Source: an optimization exercise on an open RTL-to-GDS flow (aim: small area). Production flows keep margins and buffers that such runs may drop.
In this exercise RTL edits were held to simulation tests only and were not proved equivalent to the original.
Power is estimated from default activity; no workload was simulated.

==> flow/design.v (excerpt) <==
module tresholding #
(
    parameter ADC_WIDTH = 14
)
(
    input                                   clk,
    input                                   rst,
    input  signed [ADC_WIDTH-1:0]           detail_level,
    input  [31:0]                           gpio_cfg,
    input  [31:0]                           gpio_cfg_2,
    input  [27:0]                           multresult,
    output [ADC_WIDTH-1:0]                  threshold_detail_level,
    output [ADC_WIDTH-1:0]                  median_out,
    output [ADC_WIDTH-1:0]                  threshold_out_dbg,
    output [5:0]                            universal_threshold_constant_level_1,
    output [5:0]                            universal_threshold_constant_level_2,
    output [31:0]                           window_len,
    output                                  window_len_valid,
    output                                  denoise_lvl_1,
    output                                  denoise_lvl_2,
    output                                  reconsruct_lvl_2
);
Size: about 3000 cells after synthesis, roughly 440 flip-flops, roughly 27000 um2 of cells after synthesis.
Settings: LEC_CHECK=0, CAP_MARGIN=20, CORE_MARGIN=2, CORE_UTILIZATION=60, PLACE_DENSITY=0.75, SLEW_MARGIN=20; clock period 8.0 ns.
run.sh (not shown) runs the stock make flow with config.mk's settings and CLKGATE_MAP_FILE= SYNTH_SCRIPT=/design/flow/synth_recipe.tcl, a recipe that flattens the netlist after the stock synthesis.
Then changed:
--- a/flow/design.v
+++ b/flow/design.v
@@ -130,22 +130,22 @@
             2'd0:    begin lb0 = cnt_ge[0]; lb1 = cnt_ge[1]; end
             2'd1:    begin lb0 = cnt_ge[2]; lb1 = cnt_ge[3]; end
             2'd2:    begin lb0 = cnt_ge[4]; lb1 = cnt_ge[5]; end
             default: begin lb0 = cnt_ge[6]; lb1 = cnt_ge[7]; end
         endcase
     end
-    wire [19:0] ly0 = {1'b0, lb0, 1'b0} + {2'b11, ~cnt_all};
-    wire [19:0] ly1 = {1'b0, lb1, 1'b0} + {2'b11, ~cnt_all};
-    wire [19:0] lu0 = ly0 + 20'd1;
-    wire [19:0] lu1 = ly1 + 20'd1;
+    wire [19:0] lu0 = {1'b0, lb0, 1'b0} - {2'b0, cnt_all};
+    wire [19:0] lu1 = {1'b0, lb1, 1'b0} - {2'b0, cnt_all};
+    wire [17:0] lv0 = cnt_all - {lb0[16:0], 1'b0};
+    wire [17:0] lv1 = cnt_all - {lb1[16:0], 1'b0};
     wire        lw0 = lb0 > cnt_all;
     wire        lw1 = lb1 > cnt_all;
     wire        la0 = lw0 ? (~lu0[19] & lu0[18]) : ~lu0[19];
     wire        la1 = lw1 ? (~lu1[19] & lu1[18]) : ~lu1[19];
-    wire [17:0] ld0 = la0 ? lu0[17:0] : ~ly0[17:0];
-    wire [17:0] ld1 = la1 ? lu1[17:0] : ~ly1[17:0];
+    wire [17:0] ld0 = la0 ? lu0[17:0] : lv0;
+    wire [17:0] ld1 = la1 ? lu1[17:0] : lv1;
     wire        lc  = ld0 <= ld1;
     wire [17:0] lpd = lc ? ld0 : ld1;
     wire [2:0]  lpi = {ph[1:0], ~lc};
     wire        lt0 = ld0 < run_min;
     wire        lt1 = ld1 < run_min;
     wire        upd = (ph == 3'd0) | (lc ? lt0 : lt1);
@@ -203,13 +203,13 @@
     reg         sa;             
     reg         reset_median;
     reg         bs_not_first;
     reg         iter_nz;
     reg  [3:0]  rcode;          
     reg  [10:0] flow;           
-    reg  [13:0] bsx;            
+    reg  [13:0] bsd;            
     reg         bsa;            
     reg         mm_flag;        
     reg  [13:0] prev_bsd;
     reg  [10:0] med;
     wire        go = min_valid & ~lock_median & (state == IDLE);
     wire [10:0] smi = 11'd8 << sidx;
@@ -264,27 +264,26 @@
             bs_not_first <= 1'b0;
         else if (state == CAL1)
             bs_not_first <= 1'b1;
     end
     reg  [17:0] bs_big, bs_sml;
     wire        bs_clr = min_valid | reset_bs;
-    wire [13:0] bsd = bsa ? bsx : (14'd0 - bsx);
-    wire [18:0] bsx_nx = {1'b0, bs_big} - {1'b0, bs_sml};
-    wire        bsa_nx = ~bsx_nx[18];
+    wire        bsa_nx = bs_big >= bs_sml;
+    wire [17:0] bsd_nx = bsa_nx ? (bs_big - bs_sml) : (bs_sml - bs_big);
     always @(posedge clk) begin
         if (rst | bs_clr) begin
             bs_big <= 18'd0;
             bs_sml <= 18'd0;
         end else if (bs_ge)
             bs_big <= bs_big + 18'd1;
         else
             bs_sml <= bs_sml + 18'd1;
     end
     always @(posedge clk) begin
         if (go) begin
-            bsx     <= bsx_nx[13:0];
+            bsd     <= bsd_nx[13:0];
             bsa     <= bsa_nx;
             mm_flag <= min_flag;
         end
     end
     always @(posedge clk) begin
         if (state == CAL1) begin
The new run finished with timing, DRC and antenna clean.
Final area went up by 0.72%.
Wire length rises by 2.1%.
Setup slack improved by 0.071 ns.
Sequential share of layout area went down by 0.23 points.
Power rises by 1.0%.
Count of clock-buffer cells in the layout rises by 5.
Register-to-register slack improves by 0.07 ns.
Global-route usage rose by 0.35 points.
Non-clock buffer count decreases by 30.
Core utilization drops by 1.3 points.
Combinational power climbs by about 3%.
Die area is higher by 2.8%.
Hold slack hardly moves.


The RTL this note starts from:
==> flow/design.v <==
`timescale 1ns / 1ps
module tresholding #
(
    parameter ADC_WIDTH = 14
)
(
    input                                   clk,
    input                                   rst,
    input  signed [ADC_WIDTH-1:0]           detail_level,
    input  [31:0]                           gpio_cfg,
    input  [31:0]                           gpio_cfg_2,
    input  [27:0]                           multresult,
    output [ADC_WIDTH-1:0]                  threshold_detail_level,
    output [ADC_WIDTH-1:0]                  median_out,
    output [ADC_WIDTH-1:0]                  threshold_out_dbg,
    output [5:0]                            universal_threshold_constant_level_1,
    output [5:0]                            universal_threshold_constant_level_2,
    output [31:0]                           window_len,
    output                                  window_len_valid,
    output                                  denoise_lvl_1,
    output                                  denoise_lvl_2,
    output                                  reconsruct_lvl_2
);
    wire [16:0] window_size_cfg = gpio_cfg_2[16:0];
    wire        soft_or_hard    = gpio_cfg[31];
    wire        one_time_lock   = gpio_cfg[17];
    wire        release_median  = gpio_cfg[18];
    wire        denoised_en     = gpio_cfg[14];
    assign universal_threshold_constant_level_1 = gpio_cfg[30:25];
    assign universal_threshold_constant_level_2 = gpio_cfg[24:19];
    assign denoise_lvl_1    = gpio_cfg[14];
    assign denoise_lvl_2    = gpio_cfg[15];
    assign reconsruct_lvl_2 = gpio_cfg[16];
    assign window_len       = {15'd0, window_size_cfg};
    assign window_len_valid = 1'b1;
    assign threshold_out_dbg = multresult[17:4];
    wire [13:0] dabs = detail_level[13] ? (14'd0 - detail_level) : detail_level;
    reg  [7:0]  ge;         
    reg         bs_ge;      
    wire [10:0] bs_median_nx;
    reg  [10:0] bs_median;
    always @(posedge clk) begin
        ge[0] <= |dabs[13:3];
        ge[1] <= |dabs[13:4];
        ge[2] <= |dabs[13:5];
        ge[3] <= |dabs[13:6];
        ge[4] <= |dabs[13:7];
        ge[5] <= |dabs[13:8];
        ge[6] <= |dabs[13:9];
        ge[7] <= |dabs[13:10];
        bs_ge <= dabs >= {3'd0, bs_median_nx};
    end
    reg  [16:0] rst_cnt;
    wire        wend = (rst_cnt == 17'd0);
    reg         ms_not_first;
    reg  [4:0]  vpipe;       
    always @(posedge clk) begin
        if (rst)
            rst_cnt <= 17'd0;
        else if (wend | ~denoised_en)
            rst_cnt <= window_size_cfg;
        else
            rst_cnt <= rst_cnt - 17'd1;
    end
    always @(posedge clk) begin
        if (rst) begin
            ms_not_first <= 1'b0;
            vpipe        <= 5'd0;
        end else begin
            ms_not_first <= 1'b1;
            vpipe        <= {vpipe[3:0], ms_not_first & wend};
        end
    end
    reg  [17:0] cnt_all;
    reg  [17:0] cnt_ge [0:7];
    reg  [2:0]  y_all;           
    reg  [2:0]  y_ge [0:7];
    reg  [7:0]  a_or_b;
    reg  [2:0]  ph;              
    reg         cancel;          
    reg  [17:0] run_min;
    reg  [2:0]  run_idx;
    wire        young  = (y_all != 3'd5);
    wire        frozen = (ph == 3'd1) || (ph == 3'd2) || (ph == 3'd3);
    wire        start_long = (ph == 3'd0) & wend & ~young;
    wire        cnt_clr = ~frozen & wend & young;
    wire        cnt_en  = ~frozen & ~wend;
    wire [2:0]  y_all_nx = wend ? 3'd0 : ((y_all == 3'd5) ? 3'd5 : y_all + 3'd1);
    wire [2:0]  y_ge_nx [0:7];
    wire [2:0]  sd [0:7];
    wire [7:0]  sa_nx;
    genvar k;
    generate
        for (k = 0; k < 8; k = k + 1) begin : srch
            wire signed [4:0] sx = $signed({1'b0, y_ge[k], 1'b0}) - $signed({2'b0, y_all});
            assign sa_nx[k] = ~sx[4];
            assign sd[k] = sx[4] ? -sx[2:0] : sx[2:0];
            assign y_ge_nx[k] = wend ? 3'd0 : y_ge[k] + {2'd0, ge[k]};
            always @(posedge clk) begin
                y_ge[k] <= y_ge_nx[k];
                if (ph == 3'd3)
                    cnt_ge[k] <= {15'd0, y_ge_nx[k]};
                else if (cnt_clr)
                    cnt_ge[k] <= 18'd0;
                else
                    cnt_ge[k] <= cnt_ge[k] + {17'd0, ge[k] & cnt_en};
            end
        end
    endgenerate
    always @(posedge clk) begin
        y_all <= y_all_nx;
        if (ph == 3'd3)
            cnt_all <= {15'd0, y_all_nx};
        else if (cnt_clr)
            cnt_all <= 18'd0;
        else
            cnt_all <= cnt_all + {17'd0, cnt_en};
    end
    always @(posedge clk) begin
        if (rst)
            ph <= 3'd0;
        else if (ph == 3'd0)
            ph <= start_long ? 3'd1 : 3'd0;
        else
            ph <= (ph == 3'd4) ? 3'd0 : ph + 3'd1;
    end
    reg  [17:0] lb0, lb1;
    always @(*) begin
        case (ph[1:0])
            2'd0:    begin lb0 = cnt_ge[0]; lb1 = cnt_ge[1]; end
            2'd1:    begin lb0 = cnt_ge[2]; lb1 = cnt_ge[3]; end
            2'd2:    begin lb0 = cnt_ge[4]; lb1 = cnt_ge[5]; end
            default: begin lb0 = cnt_ge[6]; lb1 = cnt_ge[7]; end
        endcase
    end
    wire [19:0] lu0 = {1'b0, lb0, 1'b0} - {2'b0, cnt_all};
    wire [19:0] lu1 = {1'b0, lb1, 1'b0} - {2'b0, cnt_all};
    wire [17:0] lv0 = cnt_all - {lb0[16:0], 1'b0};
    wire [17:0] lv1 = cnt_all - {lb1[16:0], 1'b0};
    wire        lw0 = lb0 > cnt_all;
    wire        lw1 = lb1 > cnt_all;
    wire        la0 = lw0 ? (~lu0[19] & lu0[18]) : ~lu0[19];
    wire        la1 = lw1 ? (~lu1[19] & lu1[18]) : ~lu1[19];
    wire [17:0] ld0 = la0 ? lu0[17:0] : lv0;
    wire [17:0] ld1 = la1 ? lu1[17:0] : lv1;
    wire        lc  = ld0 <= ld1;
    wire [17:0] lpd = lc ? ld0 : ld1;
    wire [2:0]  lpi = {ph[1:0], ~lc};
    wire        lt0 = ld0 < run_min;
    wire        lt1 = ld1 < run_min;
    wire        upd = (ph == 3'd0) | (lc ? lt0 : lt1);
    always @(posedge clk) begin
        if (upd) begin
            run_min <= lpd;
            run_idx <= lpi;
        end
    end
    always @(posedge clk) begin
        if (ph == 3'd0)
            cancel <= 1'b0;
        else if (wend)
            cancel <= 1'b1;
    end
    always @(posedge clk) begin
        if (start_long || (frozen && !cancel)) begin
            a_or_b[{ph[1:0], 1'b0}] <= la0;
            a_or_b[{ph[1:0], 1'b1}] <= la1;
        end
        if (wend && young)
            a_or_b <= sa_nx;
    end
    wire        c10 = sd[0] <= sd[1];
    wire        c11 = sd[2] <= sd[3];
    wire        c12 = sd[4] <= sd[5];
    wire        c13 = sd[6] <= sd[7];
    wire [2:0]  m10 = c10 ? sd[0] : sd[1];
    wire [2:0]  m11 = c11 ? sd[2] : sd[3];
    wire [2:0]  m12 = c12 ? sd[4] : sd[5];
    wire [2:0]  m13 = c13 ? sd[6] : sd[7];
    wire [2:0]  i10 = c10 ? 3'd0 : 3'd1;
    wire [2:0]  i11 = c11 ? 3'd2 : 3'd3;
    wire [2:0]  i12 = c12 ? 3'd4 : 3'd5;
    wire [2:0]  i13 = c13 ? 3'd6 : 3'd7;
    wire        c20 = m10 <= m11;
    wire        c21 = m12 <= m13;
    wire [2:0]  m20 = c20 ? m10 : m11;
    wire [2:0]  m21 = c21 ? m12 : m13;
    wire [2:0]  i20 = c20 ? i10 : i11;
    wire [2:0]  i21 = c21 ? i12 : i13;
    wire        c30 = m20 <= m21;
    wire [2:0]  m30 = c30 ? m20 : m21;
    wire [2:0]  i30 = c30 ? i20 : i21;
    wire        min_le1 = (m30[2:1] == 2'd0);
    reg  [3:0]  pd1, pd2, pd3, pd4, pd5;
    always @(posedge clk) begin
        pd1 <= {i30, min_le1};
        pd2 <= pd1;
        pd3 <= pd2;
        pd4 <= pd3;
        pd5 <= (ph == 3'd4) ? {run_idx, run_min[13:1] == 13'd0} : pd4;
    end
    wire        min_valid = vpipe[4];
    wire [2:0]  min_index = pd5[3:1];
    wire        min_flag  = pd5[0];
    localparam IDLE = 2'd0, CAL1 = 2'd1, CAL2 = 2'd2, CAVG = 2'd3;
    reg  [1:0]  state;
    reg         lock_median;
    reg         lock_median_s1;
    reg  [2:0]  sidx;           
    reg         sa;             
    reg         reset_median;
    reg         bs_not_first;
    reg         iter_nz;
    reg  [3:0]  rcode;          
    reg  [10:0] flow;           
    reg  [13:0] bsd;            
    reg         bsa;            
    reg         mm_flag;        
    reg  [13:0] prev_bsd;
    reg  [10:0] med;
    wire        go = min_valid & ~lock_median & (state == IDLE);
    wire [10:0] smi = 11'd8 << sidx;
    wire        reset_bs = (state == CAVG) & ~lock_median;
    wire [10:0] half_rng = (rcode == 4'd0) ? 11'd0 : (11'd1 << (rcode - 4'd1));
    wire [10:0] mid = flow | half_rng;
    assign bs_median_nx = rst ? 11'd0 : (reset_bs ? mid : bs_median);
    always @(posedge clk) begin
        if (rst)
            state <= IDLE;
        else case (state)
            IDLE: if (go) state <= CAL1;
            CAL1: state <= CAL2;
            CAL2: state <= CAVG;
            default: state <= IDLE;
        endcase
    end
    always @(posedge clk) begin
        if (min_valid)
            sidx <= min_index;
        if (go)
            sa <= a_or_b[min_index];
    end
    always @(posedge clk) begin
        if (rst)
            reset_median <= 1'b0;
        else if (min_valid & iter_nz) begin
            if (state == CAL1)
                reset_median <= 1'b0;
            if ((state == IDLE) && (sidx != min_index))
                reset_median <= 1'b1;
        end
    end
    always @(posedge clk) begin
        if (state == CAL1) begin
            if (~reset_median & bs_not_first) begin
                iter_nz <= 1'b1;
                rcode   <= rcode - 4'd1;
                if (bsa)
                    flow <= bs_median;
            end else begin
                iter_nz <= 1'b0;
                rcode   <= {1'b0, sidx} + 4'd2 + {3'd0, sa};
                flow    <= (sa ? 11'd8 : 11'd4) << sidx;
            end
        end
        if (rst)
            iter_nz <= 1'b0;
    end
    always @(posedge clk) begin
        if (rst)
            bs_not_first <= 1'b0;
        else if (state == CAL1)
            bs_not_first <= 1'b1;
    end
    reg  [17:0] bs_big, bs_sml;
    wire        bs_clr = min_valid | reset_bs;
    wire        bsa_nx = bs_big >= bs_sml;
    wire [17:0] bsd_nx = bsa_nx ? (bs_big - bs_sml) : (bs_sml - bs_big);
    always @(posedge clk) begin
        if (rst | bs_clr) begin
            bs_big <= 18'd0;
            bs_sml <= 18'd0;
        end else if (bs_ge)
            bs_big <= bs_big + 18'd1;
        else
            bs_sml <= bs_sml + 18'd1;
    end
    always @(posedge clk) begin
        if (go) begin
            bsd     <= bsd_nx[13:0];
            bsa     <= bsa_nx;
            mm_flag <= min_flag;
        end
    end
    always @(posedge clk) begin
        if (state == CAL1) begin
            if (reset_median | ~bs_not_first) begin
                med      <= smi;
                prev_bsd <= {3'd0, smi};
            end
        end
        if (state == CAL2) begin
            if ((iter_nz && bsd == 14'd0) || bsd == 14'd1) begin
                lock_median <= 1'b1;
                med         <= bs_median;
            end else if (mm_flag) begin
                lock_median <= 1'b1;
                med         <= smi;
            end else if (rcode == 4'd0) begin
                lock_median <= 1'b1;
            end else if (iter_nz && !(prev_bsd < bsd)) begin
                med      <= bs_median;
                prev_bsd <= bsd;
            end
        end
        if (rst) begin
            lock_median <= 1'b0;
            med         <= 11'd0;
        end
    end
    always @(posedge clk) begin
        if (rst)
            lock_median_s1 <= 1'b0;
        else
            lock_median_s1 <= lock_median;
        bs_median <= bs_median_nx;
    end
    assign median_out = {3'd0, med};
    wire lock_median_posedge = lock_median & ~lock_median_s1;
    reg         lock_threshold;
    reg  [13:0] thr_pos;
    always @(posedge clk) begin
        if (rst)
            lock_threshold <= 1'b0;
        else if (lock_median_posedge && one_time_lock)
            lock_threshold <= 1'b1;
        else if (release_median)
            lock_threshold <= 1'b0;
    end
    always @(posedge clk) begin
        if (~lock_threshold)
            thr_pos <= multresult[17:4];
    end
    reg  [13:0] soft_r, hard_r, thr_out;
    wire        dneg = detail_level[13];
    wire [14:0] thr_x = {thr_pos[13], thr_pos} ^ {15{~dneg}};
    wire [14:0] tsum  = {detail_level[13], detail_level} + thr_x + {14'd0, ~dneg};
    wire        tsum_lo0 = (tsum[13:0] == 14'd0);
    wire        p_min = (thr_pos == 14'h2000);
    wire        pass = dneg ? (tsum_lo0 | (tsum[14] & ~p_min)) : ~tsum[14];
    always @(posedge clk) begin
        soft_r  <= pass ? tsum[13:0] : 14'd0;
        hard_r  <= pass ? detail_level : 14'd0;
        thr_out <= soft_or_hard ? soft_r : hard_r;
    end
    assign threshold_detail_level = thr_out;
endmodule
Settings: LEC_CHECK=0, CAP_MARGIN=20, CORE_MARGIN=2, CORE_UTILIZATION=40, PLACE_DENSITY=0.6, SLEW_MARGIN=20; clock period 8.0 ns.
Change:
--- a/flow/design.v
+++ b/flow/design.v
@@ -121,21 +121,14 @@
             ph <= 3'd0;
         else if (ph == 3'd0)
             ph <= start_long ? 3'd1 : 3'd0;
         else
             ph <= (ph == 3'd4) ? 3'd0 : ph + 3'd1;
     end
-    reg  [17:0] lb0, lb1;
-    always @(*) begin
-        case (ph[1:0])
-            2'd0:    begin lb0 = cnt_ge[0]; lb1 = cnt_ge[1]; end
-            2'd1:    begin lb0 = cnt_ge[2]; lb1 = cnt_ge[3]; end
-            2'd2:    begin lb0 = cnt_ge[4]; lb1 = cnt_ge[5]; end
-            default: begin lb0 = cnt_ge[6]; lb1 = cnt_ge[7]; end
-        endcase
-    end
+    wire [17:0] lb0 = cnt_ge[{ph[1:0], 1'b0}];
+    wire [17:0] lb1 = cnt_ge[{ph[1:0], 1'b1}];
     wire [19:0] lu0 = {1'b0, lb0, 1'b0} - {2'b0, cnt_all};
     wire [19:0] lu1 = {1'b0, lb1, 1'b0} - {2'b0, cnt_all};
     wire [17:0] lv0 = cnt_all - {lb0[16:0], 1'b0};
     wire [17:0] lv1 = cnt_all - {lb1[16:0], 1'b0};
     wire        lw0 = lb0 > cnt_all;
     wire        lw1 = lb1 > cnt_all;
@@ -143,17 +136,17 @@
     wire        la1 = lw1 ? (~lu1[19] & lu1[18]) : ~lu1[19];
     wire [17:0] ld0 = la0 ? lu0[17:0] : lv0;
     wire [17:0] ld1 = la1 ? lu1[17:0] : lv1;
     wire        lc  = ld0 <= ld1;
     wire [17:0] lpd = lc ? ld0 : ld1;
     wire [2:0]  lpi = {ph[1:0], ~lc};
-    wire        lt0 = ld0 < run_min;
-    wire        lt1 = ld1 < run_min;
-    wire        upd = (ph == 3'd0) | (lc ? lt0 : lt1);
     always @(posedge clk) begin
-        if (upd) begin
+        if (ph == 3'd0) begin
+            run_min <= lpd;
+            run_idx <= lpi;
+        end else if (lpd < run_min) begin
             run_min <= lpd;
             run_idx <= lpi;
         end
     end
     always @(posedge clk) begin
         if (ph == 3'd0)
Outcome:
- This time the run finished with setup timing left
- worst setup slack loses 510 ps
- die area went down by 2.0%
- synthesized cell count went down by 2.6%
- routed wire length went down by 0.85%
- fmax went down by 6.3%
- utilization went up by 2.1 points
- cell area went up by 2.5%
- global-route usage went up by 0.19 points
- non-clock buffer count went up by 130
- via count hardly moves

[what the ideal ports hide]
No port has a modelled driver above. Below, the same layouts with a new extraction and two added sets of constraints.
Step 1 sets driving cells, clkbuf_16 on the clock port and buf_2 on the other inputs (assumed; they add their load-dependent delay and slew).
Step 2 also shifts input and output timing later by t, the mid clock arrival at the registers, as if the neighbouring blocks saw the same clock.
Three values: ideal ports, drivers, drivers and shift; two values: the first two.
| run | t, ns | slack for setup (ns) | worst setup path after step 2 |
|---|---|---|---|
| the first run of note 1 | 0.633 | 0.257 / 0.257 / 0.257 | register to register |
| the second run of note 1 | 0.652 | 0.328 / 0.328 / 0.328 | register to register |
| the first run of note 2 | 0.657 | 0.456 / 0.456 / 0.456 | register to register |
| the second run of note 2 | 0.666 | -0.052 / -0.052 / -0.052 | register to register |
